Context: an optimization exercise on an open-source flow, tuned for small area, a short achievable clock period and few clock cycles per item. The choices shown serve that exercise and are no tape-out recipe.
Only simulation tests tie the RTL to the original design; equivalence was not proved.

v6:
Design calculadora_top, start of the top module:
module calculadora_top (
    input logic clock,      
    input logic reset,      
    input logic [3:0] cmd,  
    output logic [1:0] status,
    output logic [3:0] data,
    output logic [3:0] position,
    output logic [63:0] segments,
    output logic [31:0] result
);
    logic [2:0] pos3;
    calculadora dut_calculadora (
        .clock(clock),
        .reset(reset),
        .cmd(cmd),
        .status(status),
        .data(data),
        .position(pos3),
        .result(result)
    );
    control dut_control (
        .clock(clock),
        .reset(reset),
        .position(pos3),
        .digit(data),
        .segments_out(segments)
    );
    assign position = {1'b0, pos3};
endmodule
Size in the first run: about 1500 cells after synthesis, ~200 flip-flops, about 110 I/O pins, about 14000 sq um of cells after synthesis.
==> module calculadora, before the edit <==
module calculadora (
    input  logic [3:0]  cmd,
    input  logic        clock,
    input  logic        reset,
    output logic [1:0]  status,
    output logic [3:0]  data,
    output logic [2:0]  position,
    output logic [31:0] result
);
    localparam logic [3:0] CMD_RES = 4'b1110, CMD_CLR = 4'b1111;
    logic s_idle, s_ina, s_op, s_inb, s_done, s_err;
    logic n_idle, n_ina, n_op, n_inb, n_done, n_err;
    logic [26:0] x;        
    logic [31:0] vs, vc;   
    logic        mul, add, sub;       
    logic        n_mul, n_add, n_sub;
    logic        m_mul;    
    logic        m_as;     
    logic        b_add;    
    logic        b_sub;    
    logic        inv_a;    
    logic [31:0] acc;      
    logic        sat_r;    
    logic [3:0]  data_r;
    logic [2:0]  pos_r;
    wire is_dig = (cmd <= 4'd9);
    wire is_op  = (cmd == 4'd10) || (cmd == 4'd11) || (cmd == 4'd12);
    wire is_res = (cmd == CMD_RES);
    wire is_clr = (cmd == CMD_CLR);
    wire full   = (pos_r == 3'd7);    
    wire in_num = s_ina | s_inb;
    always_comb begin
        {n_idle, n_ina, n_op, n_inb, n_done, n_err} = {s_idle, s_ina, s_op, s_inb, s_done, s_err};
        if (s_idle) begin
            if (is_dig) begin n_idle = 1'b0; n_ina = 1'b1; end
        end
        if (s_ina) begin
            if (is_op) begin n_ina = 1'b0; n_op = 1'b1; end
            else if (is_dig & full) begin n_ina = 1'b0; n_err = 1'b1; end
            else if (is_clr) begin n_ina = 1'b0; n_idle = 1'b1; end
        end
        if (s_op) begin
            if (is_dig) begin n_op = 1'b0; n_inb = 1'b1; end
            else if (is_clr) begin n_op = 1'b0; n_idle = 1'b1; end
            else if (is_res) begin n_op = 1'b0; n_err = 1'b1; end
        end
        if (s_inb) begin
            if (is_res) begin n_inb = 1'b0; n_done = 1'b1; end
            else if (is_dig & full) begin n_inb = 1'b0; n_err = 1'b1; end
            else if (is_clr) begin n_inb = 1'b0; n_op = 1'b1; end
        end
        if (s_done) begin
            if (is_clr | is_dig) begin n_done = 1'b0; n_idle = 1'b1; end
        end
        if (s_err) begin
            if (is_clr) begin n_err = 1'b0; n_idle = 1'b1; end
        end
        {n_mul, n_add, n_sub} = {mul, add, sub};
        if ((s_ina | s_op) & is_op) begin
            n_mul = (cmd == 4'd12);
            n_add = (cmd == 4'd10);
            n_sub = (cmd == 4'd11);
        end
    end
    wire [31:0] a32 = {5'd0, x};
    wire [31:0] hs  = vs;
    wire [31:0] hc  = vc;
    wire        v_clr = n_idle | n_op;
    wire [2:0]  lo1 = m_mul ? {2'b00, cmd[1] & cmd[0]}                
                          : (cmd[3] ? {2'b11, cmd[0]} : cmd[2:0]);
    wire [2:0]  lo3 = (b_add | b_sub) ? {cmd[3], ~cmd[3], 1'b0}
                    : m_mul ? 3'd0 : {1'b0, cmd[3], 1'b0};
    wire [31:0] u1 = {hs[28:0], lo1};
    wire [31:0] u2 = {hs[30:0], 1'b0};
    wire [31:0] u3 = {hc[28:0], lo3};
    wire [31:0] u4 = {hc[30:0], 1'b0};
    wire        sel8 = cmd[3] | (cmd[2] & cmd[1] & cmd[0]);
    wire        sel4 = ~cmd[3] & (cmd[2] ^ (cmd[1] & cmd[0]));
    wire [31:0] u5 = m_mul ? (sel8 ? {a32[28:0], 3'b000} : sel4 ? {a32[29:0], 2'b00} : 32'd0)
                   : b_add ? ~{a32[28:0], 3'b000}
                   : b_sub ? {a32[28:0], 3'b111}
                   : 32'd0;
    logic [31:0] u6;
    always_comb begin
        if (m_as) u6 = a32 ^ {32{inv_a}};
        else if (!m_mul) u6 = 32'd0;
        else case (cmd[1:0])
            2'd0: u6 = 32'd0;
            2'd1: u6 = a32;
            2'd2: u6 = {a32[30:0], 1'b0};
            2'd3: u6 = ~a32;
        endcase
    end
    function automatic logic [63:0] csa(input logic [31:0] a, b, c);
        logic [31:0] s, cy;
        s  = a ^ b ^ c;
        cy = (a & b) | (a & c) | (b & c);
        csa = {s, cy[30:0], 1'b0};
    endfunction
    wire [63:0] l1 = csa(u1, u2, u3);
    wire [63:0] l2 = csa(l1[63:32], l1[31:0], u4);
    wire [63:0] l3a = csa(l2[63:32], l2[31:0], u6);
    wire [63:0] l3 = csa(l3a[63:32], l3a[31:0], u5);
    wire [31:0] r = vs + vc;
    always_ff @(posedge clock) begin
        if (s_ina) x <= r[26:0];
        {mul, add, sub} <= {n_mul, n_add, n_sub};
    end
    always_ff @(posedge clock or posedge reset) begin
        if (reset) begin
            s_idle <= 1'b1; s_ina <= 1'b0; s_op <= 1'b0;
            s_inb  <= 1'b0; s_done <= 1'b0; s_err <= 1'b0;
            vs     <= 32'd0; vc <= 32'd0;
            m_mul  <= 1'b0; m_as <= 1'b0;
            b_add  <= 1'b0; b_sub <= 1'b0; inv_a <= 1'b0;
            acc    <= 32'd0;
            sat_r  <= 1'b0;
            data_r <= 4'd0;
            pos_r  <= 3'd0;
        end else begin
            {s_idle, s_ina, s_op, s_inb, s_done, s_err} <= {n_idle, n_ina, n_op, n_inb, n_done, n_err};
            if (v_clr) begin
                vs <= 32'd0;
                vc <= 32'd0;
            end else if (is_dig & (s_idle | s_ina | s_op | s_inb)) begin
                vs <= l3[63:32];
                vc <= l3[31:0];
            end
            m_mul <= (n_op | n_inb) & n_mul;
            m_as  <= (n_op | n_inb) & ~n_mul;
            b_add <= n_inb & n_add;
            b_sub <= n_inb & n_sub;
            inv_a <= (n_inb & n_add) | (n_op & n_sub);
            if (s_inb & is_res) begin
                acc   <= r ^ {32{sub}};
                sat_r <= sub & ~r[27];
            end
            if (is_dig & (s_idle | s_op)) begin
                data_r <= cmd; pos_r <= 3'd0;
            end else if (is_dig & in_num & ~full) begin
                data_r <= cmd; pos_r <= pos_r + 3'd1;
            end else if (is_op & s_ina) begin
                data_r <= CMD_CLR; pos_r <= 3'd0;
            end else if (is_op & s_op) begin
                data_r <= cmd; pos_r <= 3'd0;
            end else if (is_clr & s_ina) begin
                pos_r <= 3'd0;
            end else if (is_clr & (s_op | s_inb | s_done | s_err)) begin
                data_r <= CMD_CLR; pos_r <= 3'd0;
            end
        end
    end
    assign status   = {s_err, 1'b0};
    assign data     = data_r;
    assign position = pos_r;
    assign result   = acc | {32{sat_r}};
endmodule
export LEC_CHECK = 0
export CAP_MARGIN = 20
export CORE_MARGIN = 2
export CORE_UTILIZATION = 40
export PLACE_DENSITY = 0.6
export SETUP_SLACK_MARGIN = 2.1
export SLEW_MARGIN = 20
create_clock -name core_clock -period 5.0 [get_ports {clock}]
standard.sh (not shown) runs the stock make flow with config.mk's settings and CLKGATE_MAP_FILE= SYNTH_SCRIPT=/design/flow/synth_recipe.tcl, a recipe that flattens the netlist after the stock synthesis.
==> flow/flow/run.sh <==
#!/bin/bash
# The standard layout (standard.sh, unchanged synthesis), with the port
# buffers made of a plain buffer cell instead of the one buffer_ports picks.
set -uo pipefail
export BUFFER_PORTS_ARGS="-buffer_cell sky130_fd_sc_hd__buf_1"
bash standard.sh > standard.log 2>&1
Testbench counts of v6, summed over its fixed seeds: cycles 18,612, ops 1,600.
Inputs modified between v6 and v7:
diff --git a/flow/design.v b/flow/design.v
--- a/flow/design.v
+++ b/flow/design.v
@@ -55,6 +55,7 @@
     logic [31:0] vs, vc;   
     logic        mul, add, sub;       
     logic        n_mul, n_add, n_sub;
+    logic [3:0]  keep;     
     logic        m_mul;    
     logic        m_as;     
     logic        b_add;    
@@ -104,9 +105,9 @@
         end
     end
     wire [31:0] a32 = {5'd0, x};
-    wire [31:0] hs  = vs;
-    wire [31:0] hc  = vc;
-    wire        v_clr = n_idle | n_op;
+    wire [31:0] keep32 = {{8{keep[3]}}, {8{keep[2]}}, {8{keep[1]}}, {8{keep[0]}}};
+    wire [31:0] hs  = vs & keep32;
+    wire [31:0] hc  = vc & keep32;
     wire [2:0]  lo1 = m_mul ? {2'b00, cmd[1] & cmd[0]}                
                           : (cmd[3] ? {2'b11, cmd[0]} : cmd[2:0]);
     wire [2:0]  lo3 = (b_add | b_sub) ? {cmd[3], ~cmd[3], 1'b0}
@@ -145,14 +146,17 @@
     wire [31:0] r = vs + vc;
     always_ff @(posedge clock) begin
         if (s_ina) x <= r[26:0];
+        if (is_dig & (s_idle | s_ina | s_op | s_inb)) begin
+            vs <= l3[63:32];
+            vc <= l3[31:0];
+        end
         {mul, add, sub} <= {n_mul, n_add, n_sub};
     end
     always_ff @(posedge clock or posedge reset) begin
         if (reset) begin
             s_idle <= 1'b1; s_ina <= 1'b0; s_op <= 1'b0;
             s_inb  <= 1'b0; s_done <= 1'b0; s_err <= 1'b0;
-            vs     <= 32'd0; vc <= 32'd0;
-            m_mul  <= 1'b0; m_as <= 1'b0;
+            keep   <= 4'd0; m_mul <= 1'b0; m_as <= 1'b0;
             b_add  <= 1'b0; b_sub <= 1'b0; inv_a <= 1'b0;
             acc    <= 32'd0;
             sat_r  <= 1'b0;
@@ -160,13 +164,10 @@
             pos_r  <= 3'd0;
         end else begin
             {s_idle, s_ina, s_op, s_inb, s_done, s_err} <= {n_idle, n_ina, n_op, n_inb, n_done, n_err};
-            if (v_clr) begin
-                vs <= 32'd0;
-                vc <= 32'd0;
-            end else if (is_dig & (s_idle | s_ina | s_op | s_inb)) begin
-                vs <= l3[63:32];
-                vc <= l3[31:0];
-            end
+            keep[0] <= n_ina | n_inb;
+            keep[1] <= n_ina | n_inb | n_done;
+            keep[2] <= n_ina | n_inb | n_err;
+            keep[3] <= ~(n_idle | n_op);
             m_mul <= (n_op | n_inb) & n_mul;
             m_as  <= (n_op | n_inb) & ~n_mul;
             b_add <= n_inb & n_add;
@@ -174,7 +175,7 @@
             inv_a <= (n_inb & n_add) | (n_op & n_sub);
             if (s_inb & is_res) begin
                 acc   <= r ^ {32{sub}};
-                sat_r <= sub & ~r[27];
+                sat_r <= sub & ~r[31];
             end
             if (is_dig & (s_idle | s_op)) begin
                 data_r <= cmd; pos_r <= 3'd0;
[summary]
- [v7] area of the multi-input gates rose 350 sq um relative to v6
- Sum of met2 wire segment lengths after detailed routing, v7 vs v6: up by a little under 10%
- The area after synthesis reported for v7 is greater than that of v6 by about 1.6%.
- In v7 the clock period minus final worst setup slack turned out 21 ps higher than in v6.
Testbench counts of v7, summed over its fixed seeds: cycles 18,612, ops 1,600.

-- static timing again, ports no longer ideal --
How much do the figures lean on ideal ports? The routed layouts below were timed once more, with nothing changed but the port constraints. Step 1, drivers: a clkbuf_16 drives clock and a buf_2 each remaining input, both assumed. Step 2, shift: input delay + t, output delay - t, t = (earliest + latest rising clock arrival at the registers) / 2. This alone moves slack from input paths to output paths. Three values: no drivers, after step 1, after step 2; two values: the first two.
| run | shift t [ns] | setup slack, ns | worst data-port slew with drivers (ns) | cell pins on the clock port's net |
|---|---|---|---|---|
| v6 | 0.518 | 1.934 / 1.934 / 1.499 | 0.06 | 1 |
| v7 | 0.581 | 1.913 / 1.913 / 1.508 | 0.04 | 1 |
After both steps setup and hold are still met in every run listed. For v6, which loses most, drivers alone change the setup slack by 0.000 ns; drivers and shift together by -0.435 ns.
